What follows belongs to an exercise in optimizing a design on an open flow for small area, a short achievable clock period and few clock cycles per item; a production flow would make more cautious choices.
RTL that was checked went through simulation tests only; none was proved equivalent to the original.
The RTL of runs 3 and 4 was laid out without a check of its function.
Power is estimated from default activity; no workload was simulated.

--- config.mk ---
export PLATFORM = sky130hd
export DESIGN_NAME = pe_con
export DESIGN_NICKNAME = pe_con
export VERILOG_FILES = /design/flow/design.v
export SDC_FILE = /design/flow/constraint.sdc
export NUM_CORES = 4
export LEC_CHECK = 0
export CAP_MARGIN = 20
export CORE_MARGIN = 2
export CORE_UTILIZATION = 40
export SETUP_SLACK_MARGIN = 4.5
export SLEW_MARGIN = 20
--- run.sh ---
#!/bin/bash
# synth_recipe.tcl (not shown) runs the flow's synth.tcl, then flattens the netlist and writes it again
# the make line also repeats each setting of config.mk as NAME=value (left out here)
make -C /OpenROAD-flow-scripts/flow DESIGN_CONFIG=/design/flow/config.mk WORK_HOME=/design/flow/orfs CLKGATE_MAP_FILE= SYNTH_SCRIPT=/design/flow/synth_recipe.tcl finish
--- design.v ---
`timescale 1ns / 1ps
module pe_con #(
    parameter SIZE = 16,
    parameter VECTOR_SIZE = 16,
    parameter L_RAM_SIZE = 4
) (
    input start,
    output done,
    input aclk,
    input aresetn,
    output [L_RAM_SIZE:0] rdaddr,
    input [SIZE-1:0] rddata,
    output [SIZE-1:0] wrdata
);
    reg [5:0] cnt;
    reg busy;
    reg done_r;
    reg ph_odd;      
    reg ph_even;     
    reg clr;         
    reg fin;         
    always @(posedge aclk)
        if (!aresetn) begin
            cnt <= 6'd0;
            busy <= 1'b0;
            done_r <= 1'b0;
            ph_odd <= 1'b0;
            ph_even <= 1'b0;
            clr <= 1'b1;
            fin <= 1'b0;
        end else begin
            done_r <= busy && (cnt == 6'd36);
            if (start)
                busy <= 1'b1;
            else if (done_r)
                busy <= 1'b0;
            if (start || (busy && !done_r))
                cnt <= cnt + 6'd1;
            else
                cnt <= 6'd0;
            ph_odd <= (start || busy) && !cnt[0];
            ph_even <= busy && cnt[0];
            clr <= !busy || (cnt < 6'd3);
            fin <= busy && (cnt == 6'd35);
        end
    assign rdaddr = {cnt[0], cnt[4:1]};
    assign done = done_r;
    reg [SIZE-1:0] w1, w2;
    reg [7:0] w3;
    always @(posedge aclk) begin
        w1 <= rddata;
        w2 <= w1;
        w3 <= w2[7:0];
    end
    wire [SIZE-1:0] g1 = w1 & {SIZE{ph_odd}};
    wire [7:0] g3 = w3 & {8{ph_even}};
    wire pp1 = (w2[0] & g1[0]);
    wire pp2 = (w2[1] & g1[0]) | (g3[0] & w2[1]);
    wire pp3 = (w2[1] & g1[1]) | (g3[0] & w2[2]);
    wire pp4 = (w2[2] & g1[0]);
    wire pp5 = (w2[2] & g1[1]) | (g3[0] & w2[3]);
    wire pp6 = (w2[3] & g1[0]) | (g3[1] & w2[2]);
    wire pp7 = (w2[2] & g1[2]) | (g3[0] & w2[4]);
    wire pp8 = (w2[3] & g1[1]) | (g3[1] & w2[3]);
    wire pp9 = (w2[4] & g1[0]);
    wire pp10 = (w2[3] & g1[2]) | (g3[0] & w2[5]);
    wire pp11 = (w2[4] & g1[1]) | (g3[1] & w2[4]);
    wire pp12 = (w2[5] & g1[0]) | (g3[2] & w2[3]);
    wire pp13 = (w2[3] & g1[3]) | (g3[0] & w2[6]);
    wire pp14 = (w2[4] & g1[2]) | (g3[1] & w2[5]);
    wire pp15 = (w2[5] & g1[1]) | (g3[2] & w2[4]);
    wire pp16 = (w2[6] & g1[0]);
    wire pp17 = (w2[4] & g1[3]) | (g3[0] & w2[7]);
    wire pp18 = (w2[5] & g1[2]) | (g3[1] & w2[6]);
    wire pp19 = (w2[6] & g1[1]) | (g3[2] & w2[5]);
    wire pp20 = (w2[7] & g1[0]) | (g3[3] & w2[4]);
    wire pp21 = (w2[4] & g1[4]) | (g3[0] & w2[8]);
    wire pp22 = (w2[5] & g1[3]) | (g3[1] & w2[7]);
    wire pp23 = (w2[6] & g1[2]) | (g3[2] & w2[6]);
    wire pp24 = (w2[7] & g1[1]) | (g3[3] & w2[5]);
    wire pp25 = (w2[8] & g1[0]);
    wire pp26 = (w2[5] & g1[4]) | (g3[0] & w2[9]);
    wire pp27 = (w2[6] & g1[3]) | (g3[1] & w2[8]);
    wire pp28 = (w2[7] & g1[2]) | (g3[2] & w2[7]);
    wire pp29 = (w2[8] & g1[1]) | (g3[3] & w2[6]);
    wire pp30 = (w2[9] & g1[0]) | (g3[4] & w2[5]);
    wire pp31 = (w2[5] & g1[5]) | (g3[0] & w2[10]);
    wire pp32 = (w2[6] & g1[4]) | (g3[1] & w2[9]);
    wire pp33 = (w2[7] & g1[3]) | (g3[2] & w2[8]);
    wire pp34 = (w2[8] & g1[2]) | (g3[3] & w2[7]);
    wire pp35 = (w2[9] & g1[1]) | (g3[4] & w2[6]);
    wire pp36 = (w2[10] & g1[0]);
    wire pp37 = (w2[6] & g1[5]) | (g3[0] & w2[11]);
    wire pp38 = (w2[7] & g1[4]) | (g3[1] & w2[10]);
    wire pp39 = (w2[8] & g1[3]) | (g3[2] & w2[9]);
    wire pp40 = (w2[9] & g1[2]) | (g3[3] & w2[8]);
    wire pp41 = (w2[10] & g1[1]) | (g3[4] & w2[7]);
    wire pp42 = (w2[11] & g1[0]) | (g3[5] & w2[6]);
    wire pp43 = (w2[6] & g1[6]) | (g3[0] & w2[12]);
    wire pp44 = (w2[7] & g1[5]) | (g3[1] & w2[11]);
    wire pp45 = (w2[8] & g1[4]) | (g3[2] & w2[10]);
    wire pp46 = (w2[9] & g1[3]) | (g3[3] & w2[9]);
    wire pp47 = (w2[10] & g1[2]) | (g3[4] & w2[8]);
    wire pp48 = (w2[11] & g1[1]) | (g3[5] & w2[7]);
    wire pp49 = (w2[12] & g1[0]);
    wire pp50 = (w2[7] & g1[6]) | (g3[0] & w2[13]);
    wire pp51 = (w2[8] & g1[5]) | (g3[1] & w2[12]);
    wire pp52 = (w2[9] & g1[4]) | (g3[2] & w2[11]);
    wire pp53 = (w2[10] & g1[3]) | (g3[3] & w2[10]);
    wire pp54 = (w2[11] & g1[2]) | (g3[4] & w2[9]);
    wire pp55 = (w2[12] & g1[1]) | (g3[5] & w2[8]);
    wire pp56 = (w2[13] & g1[0]) | (g3[6] & w2[7]);
    wire pp57 = (w2[7] & g1[7]) | (g3[0] & w2[14]);
    wire pp58 = (w2[8] & g1[6]) | (g3[1] & w2[13]);
    wire pp59 = (w2[9] & g1[5]) | (g3[2] & w2[12]);
    wire pp60 = (w2[10] & g1[4]) | (g3[3] & w2[11]);
    wire pp61 = (w2[11] & g1[3]) | (g3[4] & w2[10]);
    wire pp62 = (w2[12] & g1[2]) | (g3[5] & w2[9]);
    wire pp63 = (w2[13] & g1[1]) | (g3[6] & w2[8]);
    wire pp64 = (w2[14] & g1[0]);
    wire pp65 = (w2[8] & g1[7]) | (g3[0] & w2[15]);
    wire pp66 = (w2[9] & g1[6]) | (g3[1] & w2[14]);
    wire pp67 = (w2[10] & g1[5]) | (g3[2] & w2[13]);
    wire pp68 = (w2[11] & g1[4]) | (g3[3] & w2[12]);
    wire pp69 = (w2[12] & g1[3]) | (g3[4] & w2[11]);
    wire pp70 = (w2[13] & g1[2]) | (g3[5] & w2[10]);
    wire pp71 = (w2[14] & g1[1]) | (g3[6] & w2[9]);
    wire pp72 = (w2[15] & g1[0]) | (g3[7] & w2[8]);
    wire s73, c74;
    assign {c74, s73} = pp3 + pp4;
    wire s75, c76;
    assign {c76, s75} = pp5 + pp6 + c74;
    wire s77, c78;
    assign {c78, s77} = pp7 + pp8 + pp9;
    wire s79, c80;
    assign {c80, s79} = s77 + c76;
    wire s81, c82;
    assign {c82, s81} = pp10 + pp11 + pp12;
    wire s83, c84;
    assign {c84, s83} = c78 + s81 + c80;
    wire s85, c86;
    assign {c86, s85} = pp13 + pp14 + pp15;
    wire s87, c88;
    assign {c88, s87} = pp16 + c82 + s85;
    wire s89, c90;
    assign {c90, s89} = pp17 + pp18 + pp19;
    wire s91, c92;
    assign {c92, s91} = pp20 + c86 + s89;
    wire s93, c94;
    assign {c94, s93} = c88 + s91;
    wire s95, c96;
    assign {c96, s95} = pp21 + pp22 + pp23;
    wire s97, c98;
    assign {c98, s97} = pp24 + pp25 + c90;
    wire s99, c100;
    assign {c100, s99} = s95 + c92 + s97;
    wire s101, c102;
    assign {c102, s101} = pp26 + pp27 + pp28;
    wire s103, c104;
    assign {c104, s103} = pp29 + pp30 + c96;
    wire s105, c106;
    assign {c106, s105} = s101 + c98 + s103;
    wire s107, c108;
    assign {c108, s107} = pp31 + pp32 + pp33;
    wire s109, c110;
    assign {c110, s109} = pp34 + pp35 + pp36;
    wire s111, c112;
    assign {c112, s111} = c102 + s107 + s109;
    wire s113, c114;
    assign {c114, s113} = pp37 + pp38 + pp39;
    wire s115, c116;
    assign {c116, s115} = pp40 + pp41 + pp42;
    wire s117, c118;
    assign {c118, s117} = c108 + c110 + s113;
    wire s119, c120;
    assign {c120, s119} = s115 + c112 + s117;
    wire s121, c122;
    assign {c122, s121} = pp43 + pp44 + pp45;
    wire s123, c124;
    assign {c124, s123} = pp46 + pp47 + pp48;
    wire s125, c126;
    assign {c126, s125} = pp49 + c114 + c116;
    wire s127, c128;
    assign {c128, s127} = s121 + s123 + c118;
    wire s129, c130;
    assign {c130, s129} = pp50 + pp51 + pp52;
    wire s131, c132;
    assign {c132, s131} = pp53 + pp54 + pp55;
    wire s133, c134;
    assign {c134, s133} = pp56 + c122 + c124;
    wire s135, c136;
    assign {c136, s135} = s129 + s131 + c126;
    wire s137, c138;
    assign {c138, s137} = pp57 + pp58 + pp59;
    wire s139, c140;
    assign {c140, s139} = pp60 + pp61 + pp62;
    wire s141, c142;
    assign {c142, s141} = pp63 + pp64 + c130;
    wire s143, c144;
    assign {c144, s143} = c132 + s137 + s139;
    wire s145, c146;
    assign {c146, s145} = c134 + s141 + s143;
    wire s147, c148;
    assign {c148, s147} = pp65 + pp66 + pp67;
    wire s149, c150;
    assign {c150, s149} = pp68 + pp69 + pp70;
    wire s151, c152;
    assign {c152, s151} = pp71 + pp72 + c138;
    wire s153, c154;
    assign {c154, s153} = c140 + s147 + s149;
    wire s155, c156;
    assign {c156, s155} = c142 + c144 + s151;
    reg [SIZE-1:0] q0;
    reg [SIZE-1:0] q1;
    reg [SIZE-1:0] q2;
    always @(posedge aclk) begin
        q0 <= {s153, c136, s133, s125, s119, c104, c100, c94, s93, s87, s83, s79, s75, s73, pp2, pp1};
        q1 <= {c146, s145, c128, c120, 1'b0, s111, s105, s99, 1'b0, c84, 1'b0, 1'b0, 1'b0, 1'b0, 1'b0, 1'b0};
        q2 <= {s155, 1'b0, s135, s127, 1'b0, c106, 1'b0, 1'b0, 1'b0, 1'b0, 1'b0, 1'b0, 1'b0, 1'b0, 1'b0, 1'b0};
    end
    reg [SIZE-1:0] acc_s, acc_c;
    wire s157, c158;
    assign {c158, s157} = q0[0] + acc_s[0] + acc_c[0];
    wire s159, c160;
    assign {c160, s159} = q0[1] + acc_s[1] + acc_c[1];
    wire s161, c162;
    assign {c162, s161} = q0[2] + acc_s[2] + acc_c[2];
    wire s163, c164;
    assign {c164, s163} = q0[3] + acc_s[3] + acc_c[3];
    wire s165, c166;
    assign {c166, s165} = q0[4] + acc_s[4] + acc_c[4];
    wire s167, c168;
    assign {c168, s167} = q0[5] + acc_s[5] + acc_c[5];
    wire s169, c170;
    assign {c170, s169} = q0[6] + q1[6] + acc_s[6];
    wire s171, c172;
    assign {c172, s171} = acc_c[6] + c168 + s169;
    wire s173, c174;
    assign {c174, s173} = q0[7] + acc_s[7] + acc_c[7];
    wire s175, c176;
    assign {c176, s175} = c170 + s173 + c172;
    wire s177, c178;
    assign {c178, s177} = q0[8] + q1[8] + acc_s[8];
    wire s179, c180;
    assign {c180, s179} = acc_c[8] + c174 + s177;
    wire s181, c182;
    assign {c182, s181} = q0[9] + q1[9] + acc_s[9];
    wire s183, c184;
    assign {c184, s183} = acc_c[9] + c178 + s181;
    wire s185, c186;
    assign {c186, s185} = q0[10] + q1[10] + q2[10];
    wire s187, c188;
    assign {c188, s187} = acc_s[10] + acc_c[10] + c182;
    wire s189, c190;
    assign {c190, s189} = s185 + c184 + s187;
    wire s191, c192;
    assign {c192, s191} = q0[11] + acc_s[11] + acc_c[11];
    wire s193, c194;
    assign {c194, s193} = c186 + s191 + c188;
    wire s195, c196;
    assign {c196, s195} = q0[12] + q1[12] + q2[12];
    wire s197, c198;
    assign {c198, s197} = acc_s[12] + acc_c[12] + c192;
    wire s199, c200;
    assign {c200, s199} = s195 + s197 + c194;
    wire s201, c202;
    assign {c202, s201} = q0[13] + q1[13] + q2[13];
    wire s203, c204;
    assign {c204, s203} = acc_s[13] + acc_c[13] + c196;
    wire s205, c206;
    assign {c206, s205} = s201 + c198 + s203;
    wire s207, c208;
    assign {c208, s207} = q0[14] + q1[14] + acc_s[14];
    wire s209, c210;
    assign {c210, s209} = acc_c[14] + c202 + s207;
    wire s211, c212;
    assign {c212, s211} = c204 + s209 + c206;
    wire s213, c214;
    assign {c214, s213} = q0[15] + q1[15] + q2[15];
    wire s215, c216;
    assign {c216, s215} = acc_s[15] + acc_c[15] + c208;
    wire s217, c218;
    assign {c218, s217} = s213 + c210 + s215;
    always @(posedge aclk)
        if (clr)
            acc_s <= {SIZE{1'b0}};
        else if (fin)
            acc_s <= acc_s + acc_c;    
        else
            acc_s <= {c212, s211, c200, s199, c190, s189, c180, c176, s175, s171, c166, c164, c162, c160, c158, s157};
    always @(posedge aclk)
        if (clr)
            acc_c <= {SIZE{1'b0}};
        else
            acc_c <= {s217, 1'b0, s205, 1'b0, s193, 1'b0, s183, s179, 1'b0, 1'b0, s167, s165, s163, s161, s159, 1'b0};
    assign wrdata = acc_s;
endmodule
--- constraint.sdc ---
create_clock -name core_clock -period 7.0 [get_ports {aclk}]
set_input_delay 1.4000 -clock core_clock [delete_from_list [all_inputs] [get_ports {aclk}]]
set_output_delay 1.4000 -clock core_clock [all_outputs]
set_load 0.01 [all_outputs]
==> flow_summary.toml, run 1 <==
[yosys]
synth_top_family_by_area = "adder cells"
yosysTopAreaCell = "dfxtp_1"
yosys.area_share.simple_pct = 9.36
synthesis.instances = 522
synth-compound-area-share_pct = 15.4
synth_adder_area_share_pct = 24.7
syn_area_per_cell_sq_um = 10.8
synthXorXnorAreaFrac_pct = 3.73
syn_area_sq_um = 5630
synth_area_leaders = "dfxtp_1 (38%), fa_1 (20%), ha_1 (4.4%), inv_1 (4.2%), a32oi_1 (3.7%)"
syn_nets = 618
synth-main-ff-cell = "dfxtp_1"
ys_types = 57
yosys-mux-area-fraction_pct = 1.24
synth-seq-cells = 106
ys_async_sr_fraction_pct = 0
ys_warn_count = 1
netlist.area_leader.share_pct = 37.7
synth-edff-count = 0
ys_seq_area_share_pct = 37.7

[final_layout]
layout_common_cells = "dfxtp_1 (82), inv_1 (63), fa_1 (54)"
area_delta_synth_final_pct = 16.3
drive_gt1_share_pct = 15.4
layout_commonest_cell = "dfxtp_1"
fill_cells = 1260
nets = 648
num_antenna_cells = 0

[clocking]
htreeDepth = 3
hold_buffers = 0
cts_tree = "done"
clk_pin_slew_worst_paths_ps = 70
cts_buffers = 9
clock-sinks = 106
clock_path_buffers = 2
root_buffer = "clkbuf_16"
insertion_delay_ps = 360

[timing]
hold_viol = 0
worst_pin_slew_ps = 537
setup_slack_ps = 4530
setup_tns_ps = 0
fin_crit_sh_pct = 35.2
timing.slew.headroom_pct = 63.8
layout_min_cycle_time_ps = 2470
setup_violations = 0
finalMaxSlewViolations = 0
fmax_ghz = 0.405
hold_slack_ps = 328
skew_ps = 6.01
rsz0062_at_grt = "yes"

[die]
io_pins = 41
die_w_um = 123
die_h_um = 123
dieArea_sq_um = 15000
num_rows = 43
core_sq_um = 13800
start_util_pct = 40.7

[global_route]
grt_overflow = 0
grtUsageMet1_pct = 21.4
grt_pass1_vias = 3773
grt.total_usage_pct = 16.2
grt_pass1_wl_um = 18700
use_met2_pct = 24.8
top_usage_layer = "met2"
antenna_found_initial = 0
grt_max_degree = 34
use_met3_pct = 5.11

[power_and_ir_drop]
powerDensity_nw_per_um2 = 202
power.internal_mw = 0.980
p_leak_nw = 2.74
p_clk_share_pct = 38.5
power_frac_comb_pct = 10.9
ir_drop_uv = 155
seq_power_share_pct = 50.7
power_mw = 1.32
swShare_pct = 26.0
power.switching_mw = 0.344

[drt]
drt_iter0_markers = 344
drt-total-wl_um = 11000
wire_per_inst_um = 14.9
ant_nets = 0
via_count = 3861
firstDrtPassIters = 5
vias_per_cell = 5.24
drc = 0

[setup_path]
cpMostUsedCell = "fa_2"
crit_slowest_cell = "fa_1"
r2r_cells = 8
crit_chain = "fa_2 -> fa_1 -> fa_2 -> fa_2 -> nand2b_1 -> a21oi_1 -> a41oi_1 -> nand3_1"
rrSetupSlack_ps = 4530
crit_path_end_kind = "flip-flop"
critPathMaxStageDelay_ps = 460
reg2reg_from = "q2[12]"
critPathRequiredTime_ps = 7240
cp.arrival_ps = 2700
start_kind = "flip-flop"
critical_path.max_fanout = 1
r2r-end = "acc_s[14]"
critPathKind = "reg -> reg"

[min_path]
hold_path_class = "reg -> reg"
holdPathStages = 0
hp-start = "w1[8]"
hold_end = "w2[8]"

[place]
io_buffers = 40
place_hpwl_um = 7910
post-place-ws_ps = 3900
gp_congestion = 0.897

[run]
drv_cap = 0

[status]
status = "timing/DRC/antenna clean"
==> power groups by stage <==
stage	combinational, mW	sequential, mW	clock [mW]
4_1_cts	0.141	0.671	0.527
3_5_place_dp	0.136	0.686	0
6_report	0.144	0.671	0.509
5_1_grt	0.167	0.675	0.555
2_1_floorplan	0.112	0.668	0
3_3_place_gp	0.131	0.685	0
==> through the flow <==
stage               cell area (sq um)  cells  utilization [%]
global route                     6550    737             47.4
detailed placement               6080    709             44.0
global placement                 6080    709             44.0
floorplan                        5680    522                -
CTS                              6430    727             46.5
finish                           6550    737             47.4
==> per-layer routing <==
metal	share of wire [%]	vias up
met4	2.7	0
met5	0	-
li1	-	1825
met1	46	1834
met2	45	175
met3	6.0	27
==> sequential cells by signal (all words and copies together), names as in the netlist <==
signal   flops
acc_s       16
w2          16
busy         1
fin          1
ph_odd       1
q0          16
clr          1
q2           4
cnt          6
ph_even      1
w1          16
acc_c       10
q1           8
done_r       1
w3           8
==> timing repair <==
action,CTS,global route
pin swaps,6,6
setup buffers,2,9
endpoints found under the setup margin,44,11
cloned,0,1
gates resized for setup,61,10
==> final cells by class <==
cell class                 count  area, sq um  area share (%)
sequential                   106         2160            33.0
timing repair buffer          53          480            7.34
inverter                      63          236            3.61
multi-input combinational    319         3140            47.9
clock buffer                  11          253            3.86
clock inverter                 5         56.3           0.860
tap                          180          225            3.44
==> kinds of logic after synthesis <==
group / after synthesis
XOR/XNOR: 24
adder cells (fa/ha/maj): 77
AO/OA/AOI/OAI: 110
buffers and inverters: 98
AND/OR/NAND/NOR: 100
flip-flops: 106
multiplexers: 7
==> worst max-delay path, delay by kind of cell, from the launching register on <==
kind,cells,cell delay (ps)
and+or+nand+nor,2,170
DFF,1,330
adders and majority gates,4,1610
AOI/OAI and AO/OA,2,260
==> worst max-delay path by stage <==
stage                 start   endpoint  slack [ps]  depth (start not counted)
finish               q2[12]  acc_s[14]        4530                          8
CTS                   w2[6]     q0[11]        4450                          7
floorplan           ph_even     q0[11]        4490                         10
detailed placement   ph_odd     q0[11]        3900                          8
global placement     ph_odd     q0[11]        3990                          8
global route         q2[12]  acc_s[14]        4440                          8
==> synthesized netlist by cell type (all sizes together), types with 3 or more instances <==
cell	number
a21oi	12
nor2b	11
inv	63
dfxtp	106
a32oi	25
a22o	5
fa	57
and2	11
and3	8
nand3	10
clkbuf	20
a211oi	4
xnor2	16
nor3b	3
ha	20
nor2	27
nor3	4
buf	15
mux2i	7
a22oi	24
o21ai	16
a32o	3
xor2	8
nand2	16
nand2b	3
Testbench counts, summed over its fixed seeds: cycles 7,296, items 192.
==> run 2, diff against run 1 <==
--- a/config.mk
+++ b/config.mk
@@ -9,4 +9,5 @@
 export CORE_MARGIN = 2
 export CORE_UTILIZATION = 40
+export CTS_BUF_LIST = sky130_fd_sc_hd__clkbuf_4 sky130_fd_sc_hd__clkbuf_8
 export SETUP_SLACK_MARGIN = 4.5
 export SLEW_MARGIN = 20
==> flow_summary.toml, run 2 <==
[clocking]
insertion_delay_ps = 390
root_buffer = "clkbuf_8"
cts_tree = "done"
htreeDepth = 3
clock_path_buffers = 2
cts_buffers = 9
clock-sinks = 106
clk_pin_slew_worst_paths_ps = 100

[setup_path]
critical_path.max_fanout = 1
cp_num_buf_inv = 0
critPathMaxStageDelay_ps = 460
start_kind = "flip-flop"
cp.arrival_ps = 2740
critPathKind = "reg -> reg"
cpMostUsedCell = "fa_2"
critPathRequiredTime_ps = 7270
crit_chain = "fa_2 -> fa_1 -> fa_2 -> fa_2 -> nand2b_1 -> a21oi_1 -> a41oi_1 -> nand3_1"
crit_slowest_cell = "fa_1"
crit_family = "adder cells"
crit_path_end_kind = "flip-flop"

[timing]
layout_min_cycle_time_ps = 2470
fmax_ghz = 0.405
skew_ps = 10.3
finalMaxSlewViolations = 0
fin_crit_sh_pct = 35.3
hold_viol = 0
timing.slew.headroom_pct = 64.0
setup_violations = 0
worst_pin_slew_ps = 534
setup_tns_ps = 0
rsz0062_at_grt = "yes"

[power_and_ir_drop]
ir_drop_uv = 180
p_leak_nw = 2.67
power_mw = 1.19
powerDensity_nw_per_um2 = 185

[drt]
ant_nets = 0
vias_per_cell = 5.19
drt-met1-wl_um = 5030
drt_iter0_markers = 333
firstDrtPassIters = 6
top_layer = "met4"
via_count = 3823
wire_per_inst_um = 14.9
met3_length_um = 667
drc = 0
drt-total-wl_um = 11000
route.met2.wl_um = 5040

[global_route]
grt_pass1_wl_um = 18700
grt.total_usage_pct = 16.1
grt_overflow = 0
antenna_found_initial = 0
grt_pass1_vias = 3754
grt_max_degree = 34

[yosys]
syn_nets = 618
syn_area_sq_um = 5630
yosys-top-cells-count = "dfxtp_1 (106), inv_1 (63), fa_1 (57)"
netlist.area_leader.share_pct = 37.7
synth-seq-cells = 106
ys_types = 57
synth-edff-count = 0
yosysTopAreaCell = "dfxtp_1"
syn_area_per_cell_sq_um = 10.8
ys_async_sr_fraction_pct = 0
synthMostInstantiatedCell = "dfxtp_1"
synthesis.instances = 522
synth_area_leaders = "dfxtp_1 (38%), fa_1 (20%), ha_1 (4.4%), inv_1 (4.2%), a32oi_1 (3.7%)"
synth-main-ff-cell = "dfxtp_1"
ys_seq_area_share_pct = 37.7
ys_warn_count = 1

[status]
status = "timing/DRC/antenna clean"

[die]
num_rows = 43
io_pins = 41
die_h_um = 123
start_util_pct = 40.7
dieArea_sq_um = 15000
core_sq_um = 13800
die_w_um = 123

[final_layout]
layout_commonest_cell = "dfxtp_1"
drive_gt1_share_pct = 15.8
final_util_pct = 46.7
num_antenna_cells = 0
layout_common_cells = "dfxtp_1 (77), inv_1 (63), fa_1 (54)"
area_delta_synth_final_pct = 14.6
nets = 647

[run]
drv_cap = 0

[place]
gp_congestion = 0.897
io_buffers = 40
place_hpwl_um = 7910

[min_path]
hold_path_class = "reg -> reg"
==> run 2: cell types whose count changed in the layout (fill, tap and decap cells not counted), sizes merged <==
cell           before  now
dlygate4sd2        22   16
clkdlybuf4s15       0    6
and2               12   11
==> run 2: repair_timing <==
| action | CTS | global route |
|---|---|---|
| gates resized for setup | 69 | 19 |
| hold buffers | 0 | 0 |
| hold endpoints to repair | 0 | 0 |
| buffers inserted | 2 | 9 |
| setup endpoints to repair | 45 | 23 |
| pin swaps | 6 | 5 |
==> run 2: power breakdown <==
part | switching, mW | total (mW) | internal [mW]
Sequential | 0.0318 | 0.668 | 0.636
Clock | 0.223 | 0.381 | 0.158
Combinational | 0.0722 | 0.142 | 0.0698
==> run 2: layer usage <==
metal | vias up | GRT usage [%]
met3 | 19 | 4.79
li1 | 1827 | -
met5 | - | 0
met1 | 1838 | 21.5
met4 | 0 | 5.60
met2 | 139 | 24.9
==> run 2: stage by stage <==
step	instances	setup WS (ps)	area (sq um)	hold WS (ps)
floorplan	522	4490	5680	310
global placement	709	3990	6080	311
detailed placement	709	3900	6080	313
CTS	727	4440	6340	334
global route	736	4430	6450	336
finish	736	4530	6450	333
==> run 2: worst register-to-register path, cell delays in order (launching register included) <==
cell and delay (ps):
dfxtp_2 340, fa_2 380, fa_1 460, fa_2 360, fa_2 410, nand2b_1 80
a21oi_1 60, a41oi_1 200, nand3_1 90
==> run 2: cell type report <==
| class | instances | area (sq um) |
|---|---|---|
| fillers | 1267 | 7380 |
| multi-input cells | 318 | 3120 |
| flip-flops and latches | 106 | 2190 |
| repair buffers | 53 | 475 |
| inverters | 63 | 236 |
| well taps | 180 | 225 |
| clock buffers | 11 | 151 |
| clock inverters | 5 | 56.3 |
==> run 2: kinds of logic after synthesis <==
logic type	Yosys count	share of synthesized area (%)
AO/OA/AOI/OAI	110	15.4
multiplexers	7	1.24
buffers and inverters	98	7.87
AND/OR/NAND/NOR	100	9.36
XOR/XNOR	24	3.73
flip-flops	106	37.7
adder cells (fa/ha/maj)	77	24.7
==> run 2: worst paths after layout <==
| check | startpoint | end | slack (ps) | depth (start not counted) |
|---|---|---|---|---|
| worst max-delay path | q2[12] | acc_s[14] | 4530 | 8 |
| worst min-delay path | w1[8] | w2[8] | 330 | 0 |
| worst max register to register | q2[12] | acc_s[14] | 4530 | 8 |
| worst min register to register | w1[8] | w2[8] | 330 | 0 |
==> run 3, diff against run 2 <==
--- a/design.v
+++ b/design.v
@@ -31,12 +31,9 @@
         end else begin
             done_r <= busy && (cnt == 6'd36);
-            if (start)
-                busy <= 1'b1;
-            else if (done_r)
-                busy <= 1'b0;
-            if (start || (busy && !done_r))
+            busy <= start || (busy && !done_r);
+            if (busy && !done_r)
                 cnt <= cnt + 6'd1;
             else
-                cnt <= 6'd0;
+                cnt <= {5'd0, start};
             ph_odd <= (start || busy) && !cnt[0];
             ph_even <= busy && cnt[0];
==> flow_summary.toml, run 3 <==
[status]
status = "timing/DRC/antenna clean"

[run]
drv_cap = 0

[yosys]
synthXorXnorAreaFrac_pct = 3.58
synthMostInstantiatedCell = "dfxtp_1"
yosys.area_share.simple_pct = 9.77
syn_nets = 617
synthesis.instances = 521
ys_warn_count = 1
synth-compound-area-share_pct = 16.0
synth_adder_area_share_pct = 24.7
ys_async_sr_fraction_pct = 0
syn_area_per_cell_sq_um = 10.8
synth-edff-count = 0
syn_area_sq_um = 5620
yosys-mux-area-fraction_pct = 0.890
netlist.area_leader.share_pct = 37.7
yosys-top-cells-count = "dfxtp_1 (106), inv_1 (60), fa_1 (57)"
synth-main-ff-cell = "dfxtp_1"
synth_area_leaders = "dfxtp_1 (38%), fa_1 (20%), ha_1 (4.5%), inv_1 (4.0%), a32oi_1 (3.7%)"
yosysTopAreaCell = "dfxtp_1"
synth-seq-cells = 106
ys_types = 61
synth_top_family_by_area = "adder cells"
ys_seq_area_share_pct = 37.7

[min_path]
hp-start = "w1[13]"
hold_path_class = "reg -> reg"
holdPathStages = 0
hold_end = "w2[13]"

[drt]
via_count = 3810
drt_iter0_markers = 394
drc = 0
firstDrtPassIters = 5
drt-total-wl_um = 11200
ant_nets = 0
vias_per_cell = 5.15
wire_per_inst_um = 15.1

[timing]
finalMaxSlewViolations = 0
skew_ps = 15.9
setup_violations = 0
layout_min_cycle_time_ps = 2640
hold_viol = 0
setup_tns_ps = 0
worst_pin_slew_ps = 464
fmax_ghz = 0.379
rsz0062_at_grt = "yes"
timing.slew.headroom_pct = 68.9
setup_slack_ps = 4360
fin_crit_sh_pct = 37.7

[clocking]
clk_pin_slew_worst_paths_ps = 110
cts_buffers = 9
cts_tree = "done"
htreeDepth = 3
insertion_delay_ps = 390
root_buffer = "clkbuf_8"
clock-sinks = 106
hold_buffers = 0
clock_path_buffers = 2

[power_and_ir_drop]
power_mw = 1.23
powerDensity_nw_per_um2 = 189
ir_drop_uv = 147
p_leak_nw = 2.71

[setup_path]
crit_slowest_cell = "fa_1"
critPathMaxStageDelay_ps = 530
critPathRequiredTime_ps = 7300
r2r-end = "acc_s[14]"
crit_family = "adder cells"
crit_path_end_kind = "flip-flop"
cp.arrival_ps = 2940
critical_path.max_fanout = 1
cp_num_buf_inv = 0
start_kind = "flip-flop"
r2r_cells = 8
critPathKind = "reg -> reg"
rrSetupSlack_ps = 4360
reg2reg_from = "q0[12]"
crit_chain = "fa_2 -> fa_1 -> fa_2 -> fa_1 -> nor2_1 -> a311oi_1 -> o31ai_1 -> nor3_1"

[global_route]
antenna_found_initial = 0
grt_overflow = 0
grt.total_usage_pct = 16.0
grt_pass1_vias = 3841
grt_pass1_wl_um = 18800
grt_max_degree = 33

[place]
post-place-ws_ps = 4020
io_buffers = 40
place_hpwl_um = 8060
gp_congestion = 0.842

[die]
dieArea_sq_um = 15000
die_h_um = 123
start_util_pct = 40.7
core_sq_um = 13800
die_w_um = 123
io_pins = 41
num_rows = 43

[final_layout]
seqCellArea_sq_um = 2180
area_delta_synth_final_pct = 15.7
nets = 651
fill_cells = 1300
num_antenna_cells = 0
layout_commonest_cell = "dfxtp_1"
multi_input_area_sq_um = 3140
drive_gt1_share_pct = 16.8
layout_common_cells = "dfxtp_1 (80), inv_1 (60), fa_1 (54)"
-- run 3: cell types whose count changed in the layout (fill, tap and decap cells not counted), moves of 3 or more --
cell	change
o21ai_1	+3
nor3b_1	-3
buf_4	+4
nor4_1	+3
nand3_1	-4
nor3_1	+3
dfxtp_1	+3
inv_1	-3
nor2_1	+3
o21ai_0	-6
-- run 3: cell type report --
class / instances / area share [%]
multi-input combinational: 319 / 48.2
clock buffer: 9 / 1.90
sequential: 106 / 33.5
tap: 180 / 3.46
clock inverter: 7 / 1.46
timing repair buffer: 58 / 7.87
inverter: 61 / 3.52
-- run 3: worst reg2reg max path, cell delays in order, from the launching register on --
cell and delay (ps):
dfxtp_1 340, fa_2 390, fa_1 460, fa_2 360, fa_1 530, nor2_1 50, a311oi_1 210, o31ai_1 100
nor3_1 130
-- run 3: what timing repair did --
| item | in CTS | in global routing |
|---|---|---|
| pin swaps | 1 | 5 |
| resized for setup | 61 | 17 |
| setup buffers | 1 | 15 |
| setup endpoints to repair | 44 | 21 |
-- run 3: logic make-up (layout without fill, tap and decap cells) --
family	count (synthesis)	after routing
compound gates	112	112
flops	106	106
simple gates	102	102
buf+inv	96	135
fa+ha+maj	77	77
xor+xnor	23	23
mux	5	5
-- run 3: through the flow --
step	std cells	cell area, sq um	hold WS, ps	utilization [%]
2_1_floorplan	521	5670	310	-
3_3_place_gp	708	6100	311	44.1
3_5_place_dp	708	6100	312	44.1
4_1_cts	725	6360	334	46.0
5_1_grt	740	6510	338	47.1
6_report	740	6510	325	47.1
-- run 3: where the power goes --
part	leakage, nW	internal [mW]	switching, mW
Combinational	1.71	0.0764	0.0794
Sequential	0.888	0.638	0.0319
Clock	0.111	0.176	0.227
Total	2.71	0.891	0.338
-- run 3: worst max path at each step --
stage                       from        end  slack, ps  depth (start not counted)
after global placement    ph_odd     q1[14]       4060                          6
after floorplan           q0[12]  acc_s[14]       4490                          8
after detailed placement  ph_odd     q0[11]       4020                          8
after CTS                 q0[12]  acc_s[14]       4350                          8
after global routing      q0[12]  acc_s[14]       4260                          8
final                     q0[12]  acc_s[14]       4360                          8
-- run 3: metal layers --
metal / share of wire (%) / global-route usage (%)
met4: 1.5 / 6.61
met3: 5.0 / 4.00
met2: 47 / 25.7
met1: 46 / 20.7
met5: 0 / 0
==> run 4, diff against run 3 <==
==> flow/run.sh (new file) <==
#!/bin/bash
# The standard layout (standard synthesis unchanged), except that the
# port buffers are plain sky130_fd_sc_hd__buf_1 cells rather than the delay
# cells buffer_ports picks by default. Each step's full log is kept under
# orfs/logs/; make's own output goes to make_*.log here.
set -euo pipefail
bash standard.sh synth > make_synth.log 2>&1
bash standard.sh finish "BUFFER_PORTS_ARGS=-buffer_cell sky130_fd_sc_hd__buf_1" > make_finish.log 2>&1
==> standard.sh (new file) <==
#!/bin/bash
# synth_recipe.tcl (not shown) runs the flow's synth.tcl, then flattens the netlist and writes it again
# the make line also repeats each setting of config.mk as NAME=value (left out here)
make -C /OpenROAD-flow-scripts/flow DESIGN_CONFIG=/design/flow/config.mk WORK_HOME=/design/flow/orfs CLKGATE_MAP_FILE= SYNTH_SCRIPT=/design/flow/synth_recipe.tcl "${@:-finish}"
removed: run.sh
==> flow_summary.toml, run 4 <==
[yosys]
synthXorXnorAreaFrac_pct = 3.58
ys_warn_count = 1
ys_async_sr_fraction_pct = 0
ys_seq_area_share_pct = 37.7
synth-seq-cells = 106
yosys.area_share.simple_pct = 9.77
yosys-top-cells-count = "dfxtp_1 (106), inv_1 (60), fa_1 (57)"
synth-compound-area-share_pct = 16.0
synth-main-ff-cell = "dfxtp_1"
syn_area_per_cell_sq_um = 10.8
synth_adder_area_share_pct = 24.7
synth_area_leaders = "dfxtp_1 (38%), fa_1 (20%), ha_1 (4.5%), inv_1 (4.0%), a32oi_1 (3.7%)"
synth-edff-count = 0
netlist.area_leader.share_pct = 37.7
syn_area_sq_um = 5620
synth_top_family_by_area = "adder cells"
ys_types = 61
yosysTopAreaCell = "dfxtp_1"
syn_nets = 617
synthesis.instances = 521
yosys-mux-area-fraction_pct = 0.890
synthMostInstantiatedCell = "dfxtp_1"

[power_and_ir_drop]
power_frac_comb_pct = 12.2
seq_power_share_pct = 55.1
powerDensity_nw_per_um2 = 197
swShare_pct = 27.9
ir_drop_uv = 182
p_clk_share_pct = 32.8
p_leak_nw = 2.51
power.switching_mw = 0.342
power.internal_mw = 0.883

[final_layout]
fill_cells = 1297
layout_commonest_cell = "dfxtp_1"
final_util_pct = 45.0
instances_no_fill = 739
nets = 650
area_delta_synth_final_pct = 10.6
seqCellArea_sq_um = 2150
layout_common_cells = "dfxtp_1 (91), inv_1 (60), fa_1 (54)"
drive_gt1_share_pct = 14.5
finalInstanceArea_sq_um = 6220
multi_input_area_sq_um = 3140
num_antenna_cells = 0

[die]
num_rows = 43
io_pins = 41
core_sq_um = 13800
start_util_pct = 40.7
die_w_um = 123
dieArea_sq_um = 15000
die_h_um = 123

[clocking]
clock_path_buffers = 2
clock-sinks = 106
cts_tree = "done"
insertion_delay_ps = 400
clk_pin_slew_worst_paths_ps = 110
root_buffer = "clkbuf_8"
cts_buffers = 9
htreeDepth = 3

[place]
io_buffers = 40
dp.cells = 708
post-place-ws_ps = 3940
gp_congestion = 0.873
place_area_sq_um = 5850
place_hpwl_um = 8080

[run]
drv_cap = 0

[setup_path]
cp.arrival_ps = 2960
start_kind = "flip-flop"
crit_path_end_kind = "flip-flop"
critPathKind = "reg -> reg"
critPathRequiredTime_ps = 7330
critical_path.max_fanout = 1

[timing]
setup_violations = 0
fin_crit_sh_pct = 37.6
finalMaxSlewViolations = 0
setup_slack_ps = 4370
skew_ps = 16.7
layout_min_cycle_time_ps = 2630
setup_tns_ps = 0
rsz0062_at_grt = "yes"
timing.slew.headroom_pct = 71.0
worst_pin_slew_ps = 433
hold_viol = 0
fmax_ghz = 0.380

[drt]
vias_per_cell = 5.24
firstDrtPassIters = 7
wire_per_inst_um = 15.5
drt-total-wl_um = 11500
drc = 0
ant_nets = 0
drt_iter0_markers = 376
via_count = 3872

[status]
status = "timing/DRC/antenna clean"

[global_route]
antenna_found_initial = 0
grt_pass1_wl_um = 19000
grt_pass1_vias = 3845
grt_overflow = 0
grt_max_degree = 33
grt.total_usage_pct = 16.5

[min_path]
hold_path_class = "reg -> reg"
-- run 4: cell counts after synthesis --
No cell type changed its count.
-- run 4: stage by stage --
stage	hold WS, ps	power [mW]
2_1_floorplan	310	0.792
3_3_place_gp	312	0.824
3_5_place_dp	313	0.830
4_1_cts	338	1.24
5_1_grt	336	1.29
6_report	323	1.23
-- run 4: cell families after synthesis --
logic type / count (synthesis)
flip-flops: 106
buffers and inverters: 96
multiplexers: 5
adder cells (fa/ha/maj): 77
AND/OR/NAND/NOR: 102
AO/OA/AOI/OAI: 112
XOR/XNOR: 23
-- run 4: worst max-delay path, stage by stage (launching register included) --
cell      delay [ps]
dfxtp_2          330
fa_2             380
fa_1             480
fa_2             360
fa_1             510
nor2_1            50
a311oi_1         220
o31ai_1          110
nor3_1           130
-- run 4: worst paths after layout --
kind              cells past startpoint  slack [ps]    from        end
hold reg to reg                       0         320  w1[11]     w2[11]
setup reg to reg                      8        4370  q0[12]  acc_s[14]
hold / removal                        0         320  w1[11]     w2[11]
setup / recovery                      8        4370  q0[12]  acc_s[14]
-- run 4: power by group through the flow --
stage                     clock (mW)  sequential [mW]  combinational (mW)
after detailed placement           0            0.690               0.140
after floorplan                    0            0.672               0.121
after global routing           0.440            0.680               0.174
after global placement             0            0.689               0.136
final                          0.402            0.675               0.149
after CTS                      0.419            0.675               0.145
-- run 4: area by class of cell --
cell class / instances / share of cell area, %
clock buffer: 9 / 1.99
clock inverter: 7 / 1.35
tap: 180 / 3.62
timing repair buffer: 56 / 4.31
sequential: 106 / 34.6
multi-input combinational: 320 / 50.5
inverter: 61 / 3.68
-- run 4: what timing repair did --
| action | 4_1_cts | 5_1_grt |
|---|---|---|
| setup buffers | 2 | 12 |
| setup endpoints to repair | 23 | 13 |
| gates cloned | 0 | 1 |
| hold buffers | 0 | 0 |
| pin swaps | 0 | 5 |
| resized for setup | 19 | 12 |
-- run 4: per-layer routing --
| metal | routed length, um | vias up | share of wire (%) | GRT usage (%) |
|---|---|---|---|---|
| met4 | 253 | 0 | 2.2 | 6.25 |
| met2 | 5220 | 150 | 45 | 25.2 |
| met5 | 0 | - | 0 | 0 |
| met3 | 661 | 23 | 5.8 | 5.02 |
| li1 | - | 1851 | - | - |
| met1 | 5340 | 1848 | 47 | 22.1 |

[what the ideal ports hide]
Ports are ideal in the flow. The routed layouts listed here were re-timed in OpenROAD. Step 1, drivers: a clkbuf_16 drives aclk and a buf_2 each remaining input, both assumed. Step 2 moves the port delays by t, midway between the first and last clock arrival at a register: inputs arrive t later, outputs are due t later. That takes back most of the time a late clock gives input paths. Slacks: ideal / step 1 / step 2; pairs: ideal / step 1.
run | t, ns | setup slack, ns | latest minus earliest clock arrival (ns) | worst slew at a driven data input, ns | pins driven straight from the clock port
run 1 | 0.391 | 4.533 / 4.522 / 4.277 | 0.006 / 0.006 | 0.03 | 1
run 2 | 0.414 | 4.529 / 4.526 / 4.284 | 0.011 / 0.011 | 0.03 | 1
run 3 | 0.416 | 4.363 / 4.363 / 4.363 | 0.016 / 0.016 | 0.03 | 1
run 4 | 0.421 | 4.369 / 4.369 / 4.369 | 0.018 / 0.018 | 0.03 | 1
After both steps every run listed still meets setup and hold. For run 1, which loses most, drivers alone change the setup slack by -0.011 ns; drivers and shift together by -0.256 ns.
